Context: an optimization exercise on an open-source flow, tuned for small area and a short achievable clock period. The choices shown serve that exercise and are no tape-out recipe.
RTL that was checked went through simulation tests only; none was proved equivalent to the original.
No activity file was given, so power comes from the tool's default toggle rates.

==> module SimpleRamDecode, before the edit <==
module SimpleRamDecode(
   input wire cs0_i,
   input wire [24:0] addr_i,
   input wire write_i,             
   input wire reset_i,             
   output wire inwin_o,
   output wire [31:0] wsel_o,
   output wire [31:0] rsel_n_o
);
   wire [4:0] g;
   SdNor4 g0(.a(cs0_i), .b(addr_i[24]), .c(addr_i[23]), .d(addr_i[22]), .y(g[0]));
   SdNor4 g1(.a(addr_i[21]), .b(addr_i[20]), .c(addr_i[19]), .d(addr_i[18]), .y(g[1]));
   SdNor4 g2(.a(addr_i[17]), .b(addr_i[16]), .c(addr_i[15]), .d(addr_i[14]), .y(g[2]));
   SdNor4 g3(.a(addr_i[12]), .b(addr_i[11]), .c(addr_i[10]), .d(addr_i[9]), .y(g[3]));
   SdNor3 g4(.a(addr_i[8]), .b(addr_i[7]), .c(addr_i[6]), .y(g[4]));
   wire h1, h2;
   SdNand3 h1g(.a(g[0]), .b(g[1]), .c(g[2]), .y(h1));
   SdNand3 h2g(.a(g[3]), .b(g[4]), .c(addr_i[13]), .y(h2));
   SdNor2 inw(.a(h1), .b(h2), .y(inwin_o));
   wire reset_n, wr, wr_n;         
   SdInv rinv(.a(reset_i), .y(reset_n));
   SdNor2 wrg(.a(reset_n), .b(write_i), .y(wr));
   SdInv wrinv(.a(wr), .y(wr_n));
   wire [5:1] an;
   genvar i;
   generate
      for (i = 1; i <= 5; i = i + 1) begin : ainv
         SdInv inv(.a(addr_i[i]), .y(an[i]));
      end
   endgenerate
   wire [7:0] d3n, pb, rb;
   generate
      for (i = 0; i < 8; i = i + 1) begin : pre3
         SdNand3 n(.a(i & 4 ? addr_i[5] : an[5]), .b(i & 2 ? addr_i[4] : an[4]),
                   .c(i & 1 ? addr_i[3] : an[3]), .y(d3n[i]));
         SdNor2 w(.a(wr_n), .b(d3n[i]), .y(pb[i]));
         SdInv r(.a(d3n[i]), .y(rb[i]));
      end
   endgenerate
   wire [3:0] pa, ra;
   generate
      for (i = 0; i < 4; i = i + 1) begin : pre2
         SdNor2 w(.a(i & 2 ? an[2] : addr_i[2]), .b(i & 1 ? an[1] : addr_i[1]), .y(pa[i]));
         SdNor3 r(.a(reset_n), .b(i & 2 ? an[2] : addr_i[2]), .c(i & 1 ? an[1] : addr_i[1]), .y(ra[i]));
      end
   endgenerate
   generate
      for (i = 0; i < 32; i = i + 1) begin : sel
         SdAnd3 w(.a(pa[i & 3]), .b(pb[i >> 2]), .c(inwin_o), .y(wsel_o[i]));
         SdNand2 r(.a(ra[i & 3]), .b(rb[i >> 2]), .y(rsel_n_o[i]));
      end
   endgenerate
endmodule
export LEC_CHECK = 0
export CAP_MARGIN = 20
export CORE_MARGIN = 2
export CORE_UTILIZATION = 40
export CTS_CLUSTER_DIAMETER = 100
export CTS_CLUSTER_SIZE = 24
export PLACE_DENSITY = 0.75
export SETUP_SLACK_MARGIN = 1.2
export SLEW_MARGIN = 20
export SYNTH_HIERARCHICAL = 1
create_clock -name core_clock -period 3.0 [get_ports {clk_i}]
run.sh (not shown) runs the stock make flow with config.mk's settings and CLKGATE_MAP_FILE= SYNTH_SCRIPT=/design/flow/synth_recipe.tcl, a recipe that flattens the netlist after the stock synthesis.
Then changed:
--- a/flow/design.v
+++ b/flow/design.v
@@ -62,21 +62,20 @@
                    .c(i & 1 ? addr_i[3] : an[3]), .y(d3n[i]));
          SdNor2 w(.a(wr_n), .b(d3n[i]), .y(pb[i]));
          SdInv r(.a(d3n[i]), .y(rb[i]));
       end
    endgenerate
-   wire [3:0] pa, ra;
+   wire [3:0] pa;
    generate
       for (i = 0; i < 4; i = i + 1) begin : pre2
          SdNor2 w(.a(i & 2 ? an[2] : addr_i[2]), .b(i & 1 ? an[1] : addr_i[1]), .y(pa[i]));
-         SdNor3 r(.a(reset_n), .b(i & 2 ? an[2] : addr_i[2]), .c(i & 1 ? an[1] : addr_i[1]), .y(ra[i]));
       end
    endgenerate
    generate
       for (i = 0; i < 32; i = i + 1) begin : sel
          SdAnd3 w(.a(pa[i & 3]), .b(pb[i >> 2]), .c(inwin_o), .y(wsel_o[i]));
-         SdNand2 r(.a(ra[i & 3]), .b(rb[i >> 2]), .y(rsel_n_o[i]));
+         SdNand2 r(.a(pa[i & 3]), .b(rb[i >> 2]), .y(rsel_n_o[i]));
       end
    endgenerate
 endmodule
 module SimpleRam(
    input wire clk_i,
Result: The new run finished with timing, DRC and antenna clean; power falls by 0.80%; worst setup slack improves by 240 ps; core utilization goes down by 2.5 points; register-to-register slack gets better by 20 ps; final area goes down by 6.0%; die area is about the same; first-iteration DRC count fell by 7.7%.

========
Another version of the RTL of simple_debug (not shown whole).
Size in the first run: roughly 570 flip-flops, about 21000 um2 of cells after synthesis.
==> module SdAnd3, before the edit <==
module SdAnd3(input wire a, b, c, output wire y);
   assign y = a & b & c;
endmodule
==> module SimpleRamDecode, before the edit <==
module SimpleRamDecode(
   input wire cs0_i,
   input wire [24:0] addr_i,
   input wire write_i,             
   input wire reset_i,             
   output wire inwin_o,
   output wire [31:0] wsel_o,
   output wire [31:0] rsel_n_o
);
   wire [4:0] g;
   SdNor4 g0(.a(cs0_i), .b(addr_i[24]), .c(addr_i[23]), .d(addr_i[22]), .y(g[0]));
   SdNor4 g1(.a(addr_i[21]), .b(addr_i[20]), .c(addr_i[19]), .d(addr_i[18]), .y(g[1]));
   SdNor4 g2(.a(addr_i[17]), .b(addr_i[16]), .c(addr_i[15]), .d(addr_i[14]), .y(g[2]));
   SdNor4 g3(.a(addr_i[12]), .b(addr_i[11]), .c(addr_i[10]), .d(addr_i[9]), .y(g[3]));
   SdNor3 g4(.a(addr_i[8]), .b(addr_i[7]), .c(addr_i[6]), .y(g[4]));
   wire h1, h2;
   SdNand3 h1g(.a(g[0]), .b(g[1]), .c(g[2]), .y(h1));
   SdNand3 h2g(.a(g[3]), .b(g[4]), .c(addr_i[13]), .y(h2));
   SdNor2 inw(.a(h1), .b(h2), .y(inwin_o));
   wire reset_n, wr, wr_n;         
   SdInv rinv(.a(reset_i), .y(reset_n));
   SdNor2 wrg(.a(reset_n), .b(write_i), .y(wr));
   SdInv wrinv(.a(wr), .y(wr_n));
   wire [5:1] an;
   genvar i;
   generate
      for (i = 1; i <= 5; i = i + 1) begin : ainv
         SdInv inv(.a(addr_i[i]), .y(an[i]));
      end
   endgenerate
   wire [7:0] d3n, pb, rb;
   generate
      for (i = 0; i < 8; i = i + 1) begin : pre3
         SdNand3 n(.a(i & 4 ? addr_i[5] : an[5]), .b(i & 2 ? addr_i[4] : an[4]),
                   .c(i & 1 ? addr_i[3] : an[3]), .y(d3n[i]));
         SdNor2 w(.a(wr_n), .b(d3n[i]), .y(pb[i]));
         SdInv r(.a(d3n[i]), .y(rb[i]));
      end
   endgenerate
   wire [3:0] pa;
   generate
      for (i = 0; i < 4; i = i + 1) begin : pre2
         SdNor2 w(.a(i & 2 ? an[2] : addr_i[2]), .b(i & 1 ? an[1] : addr_i[1]), .y(pa[i]));
      end
   endgenerate
   generate
      for (i = 0; i < 32; i = i + 1) begin : sel
         SdAnd3 w(.a(pa[i & 3]), .b(pb[i >> 2]), .c(inwin_o), .y(wsel_o[i]));
         SdNand2 r(.a(pa[i & 3]), .b(rb[i >> 2]), .y(rsel_n_o[i]));
      end
   endgenerate
endmodule
Settings: LEC_CHECK=0, CAP_MARGIN=20, CORE_MARGIN=2, CORE_UTILIZATION=40, CTS_CLUSTER_DIAMETER=100, CTS_CLUSTER_SIZE=24, PLACE_DENSITY=0.68, SETUP_SLACK_MARGIN=1.2, SLEW_MARGIN=20, SYNTH_HIERARCHICAL=1; clock period 3.0 ns.
standard.sh (not shown) runs the stock make flow with config.mk's settings and CLKGATE_MAP_FILE= SYNTH_SCRIPT=/design/flow/synth_recipe.tcl, a recipe that flattens the netlist after the stock synthesis.
==> flow/flow/run.sh <==
#!/bin/bash
# The standard layout, with the port buffers inserted as buf_2 cells
# instead of the default delay-cell buffers. The whole make output goes to
# standard.log; each ORFS step also writes its own log under orfs/logs.
set -euo pipefail
bash standard.sh "BUFFER_PORTS_ARGS=-buffer_cell sky130_fd_sc_hd__buf_2" finish > standard.log 2>&1
Then changed:
--- a/flow/design.v
+++ b/flow/design.v
@@ -19,8 +19,8 @@
 module SdNand3(input wire a, b, c, output wire y);
    assign y = ~(a & b & c);
 endmodule
-module SdAnd3(input wire a, b, c, output wire y);
-   assign y = a & b & c;
+module SdAnd2(input wire a, b, output wire y);
+   assign y = a & b;
 endmodule
 module SdInv(input wire a, output wire y);
    assign y = ~a;
@@ -34,20 +34,28 @@
    output wire [31:0] wsel_o,
    output wire [31:0] rsel_n_o
 );
-   wire [4:0] g;
-   SdNor4 g0(.a(cs0_i), .b(addr_i[24]), .c(addr_i[23]), .d(addr_i[22]), .y(g[0]));
-   SdNor4 g1(.a(addr_i[21]), .b(addr_i[20]), .c(addr_i[19]), .d(addr_i[18]), .y(g[1]));
-   SdNor4 g2(.a(addr_i[17]), .b(addr_i[16]), .c(addr_i[15]), .d(addr_i[14]), .y(g[2]));
-   SdNor4 g3(.a(addr_i[12]), .b(addr_i[11]), .c(addr_i[10]), .d(addr_i[9]), .y(g[3]));
-   SdNor3 g4(.a(addr_i[8]), .b(addr_i[7]), .c(addr_i[6]), .y(g[4]));
-   wire h1, h2;
-   SdNand3 h1g(.a(g[0]), .b(g[1]), .c(g[2]), .y(h1));
-   SdNand3 h2g(.a(g[3]), .b(g[4]), .c(addr_i[13]), .y(h2));
-   SdNor2 inw(.a(h1), .b(h2), .y(inwin_o));
-   wire reset_n, wr, wr_n;         
+   wire [9:0] z;
+   wire an13;
+   SdInv a13inv(.a(addr_i[13]), .y(an13));
+   SdNor2 z0(.a(cs0_i), .b(addr_i[24]), .y(z[0]));
+   SdNor2 z1(.a(addr_i[23]), .b(addr_i[22]), .y(z[1]));
+   SdNor2 z2(.a(addr_i[21]), .b(addr_i[20]), .y(z[2]));
+   SdNor2 z3(.a(addr_i[19]), .b(addr_i[18]), .y(z[3]));
+   SdNor2 z4(.a(addr_i[17]), .b(addr_i[16]), .y(z[4]));
+   SdNor2 z5(.a(addr_i[15]), .b(addr_i[14]), .y(z[5]));
+   SdNor2 z6(.a(addr_i[12]), .b(addr_i[11]), .y(z[6]));
+   SdNor2 z7(.a(addr_i[10]), .b(addr_i[9]), .y(z[7]));
+   SdNor2 z8(.a(addr_i[8]), .b(addr_i[7]), .y(z[8]));
+   SdNor2 z9(.a(addr_i[6]), .b(an13), .y(z[9]));
+   wire hA, hB, hC;                
+   SdNand4 hAg(.a(z[0]), .b(z[1]), .c(z[2]), .d(z[3]), .y(hA));
+   SdNand4 hBg(.a(z[4]), .b(z[5]), .c(z[6]), .d(z[7]), .y(hB));
+   SdNand2 hCg(.a(z[8]), .b(z[9]), .y(hC));
+   SdNor3 inw(.a(hA), .b(hB), .c(hC), .y(inwin_o));
+   wire reset_n, wr, wrc_n;        
    SdInv rinv(.a(reset_i), .y(reset_n));
    SdNor2 wrg(.a(reset_n), .b(write_i), .y(wr));
-   SdInv wrinv(.a(wr), .y(wr_n));
+   SdNand3 wrcg(.a(wr), .b(z[8]), .c(z[9]), .y(wrc_n));
    wire [5:1] an;
    genvar i;
    generate
@@ -60,20 +68,21 @@
       for (i = 0; i < 8; i = i + 1) begin : pre3
          SdNand3 n(.a(i & 4 ? addr_i[5] : an[5]), .b(i & 2 ? addr_i[4] : an[4]),
                    .c(i & 1 ? addr_i[3] : an[3]), .y(d3n[i]));
-         SdNor2 w(.a(wr_n), .b(d3n[i]), .y(pb[i]));
          SdInv r(.a(d3n[i]), .y(rb[i]));
-      end
-   endgenerate
-   wire [3:0] pa;
+         SdNor3 w(.a(wrc_n), .b(d3n[i]), .c(hA), .y(pb[i]));
+      end
+   endgenerate
+   wire [3:0] pa, ra;
    generate
       for (i = 0; i < 4; i = i + 1) begin : pre2
-         SdNor2 w(.a(i & 2 ? an[2] : addr_i[2]), .b(i & 1 ? an[1] : addr_i[1]), .y(pa[i]));
+         SdNor3 w(.a(i & 2 ? an[2] : addr_i[2]), .b(i & 1 ? an[1] : addr_i[1]), .c(hB), .y(pa[i]));
+         SdNor2 r(.a(i & 2 ? an[2] : addr_i[2]), .b(i & 1 ? an[1] : addr_i[1]), .y(ra[i]));
       end
    endgenerate
    generate
       for (i = 0; i < 32; i = i + 1) begin : sel
-         SdAnd3 w(.a(pa[i & 3]), .b(pb[i >> 2]), .c(inwin_o), .y(wsel_o[i]));
-         SdNand2 r(.a(pa[i & 3]), .b(rb[i >> 2]), .y(rsel_n_o[i]));
+         SdAnd2 w(.a(pa[i & 3]), .b(pb[i >> 2]), .y(wsel_o[i]));
+         SdNand2 r(.a(ra[i & 3]), .b(rb[i >> 2]), .y(rsel_n_o[i]));
       end
    endgenerate
 endmodule
Outcome: Die area increases by 0.40%. Power increases by 0.57%. Design area increases by about 1.1%. Non-clock buffer count stays the same. Register-to-register slack barely changes. Wire length increases by about 10%. Synthesized area increases by about 0.4%. Combinational power increases by about 8%.
No functional check of the RTL was part of any run of this note.

## static timing again, ports no longer ideal
Ports are ideal in the flow. The routed layouts listed here were re-timed in OpenROAD. Step 1: set_driving_cell puts a clkbuf_16 on clk_i and a buf_2 on each other input, an assumption about the parent block. Step 2 adds t to the input delays and takes it off the output delays; t is the mean of the earliest and latest rising clock arrival at the registers after step 1. Input paths then give back, and output paths get back, about the clock's delay inside the block. Three values: no drivers, after step 1, after step 2; two values: the first two.
| run | t, ns | setup slack, ns | clock arrival spread, ns | pins driven straight from the clock port |
|---|---|---|---|---|
| the first run of note 1 | 0.661 | 0.885 / 0.889 / 0.228 | 0.042 / 0.042 | 1 |
| the second run of note 1 | 0.633 | 1.129 / 1.162 / 0.528 | 0.026 / 0.025 | 1 |
| the first run of note 2 | 0.623 | 1.106 / 1.144 / 0.521 | 0.026 / 0.026 | 1 |
| the second run of note 2 | 0.634 | 1.122 / 1.142 / 0.508 | 0.017 / 0.016 | 1 |
After both steps every run listed still meets setup and hold. For the first run of note 1, which loses most, drivers alone change the setup slack by +0.004 ns; drivers and shift together by -0.657 ns.
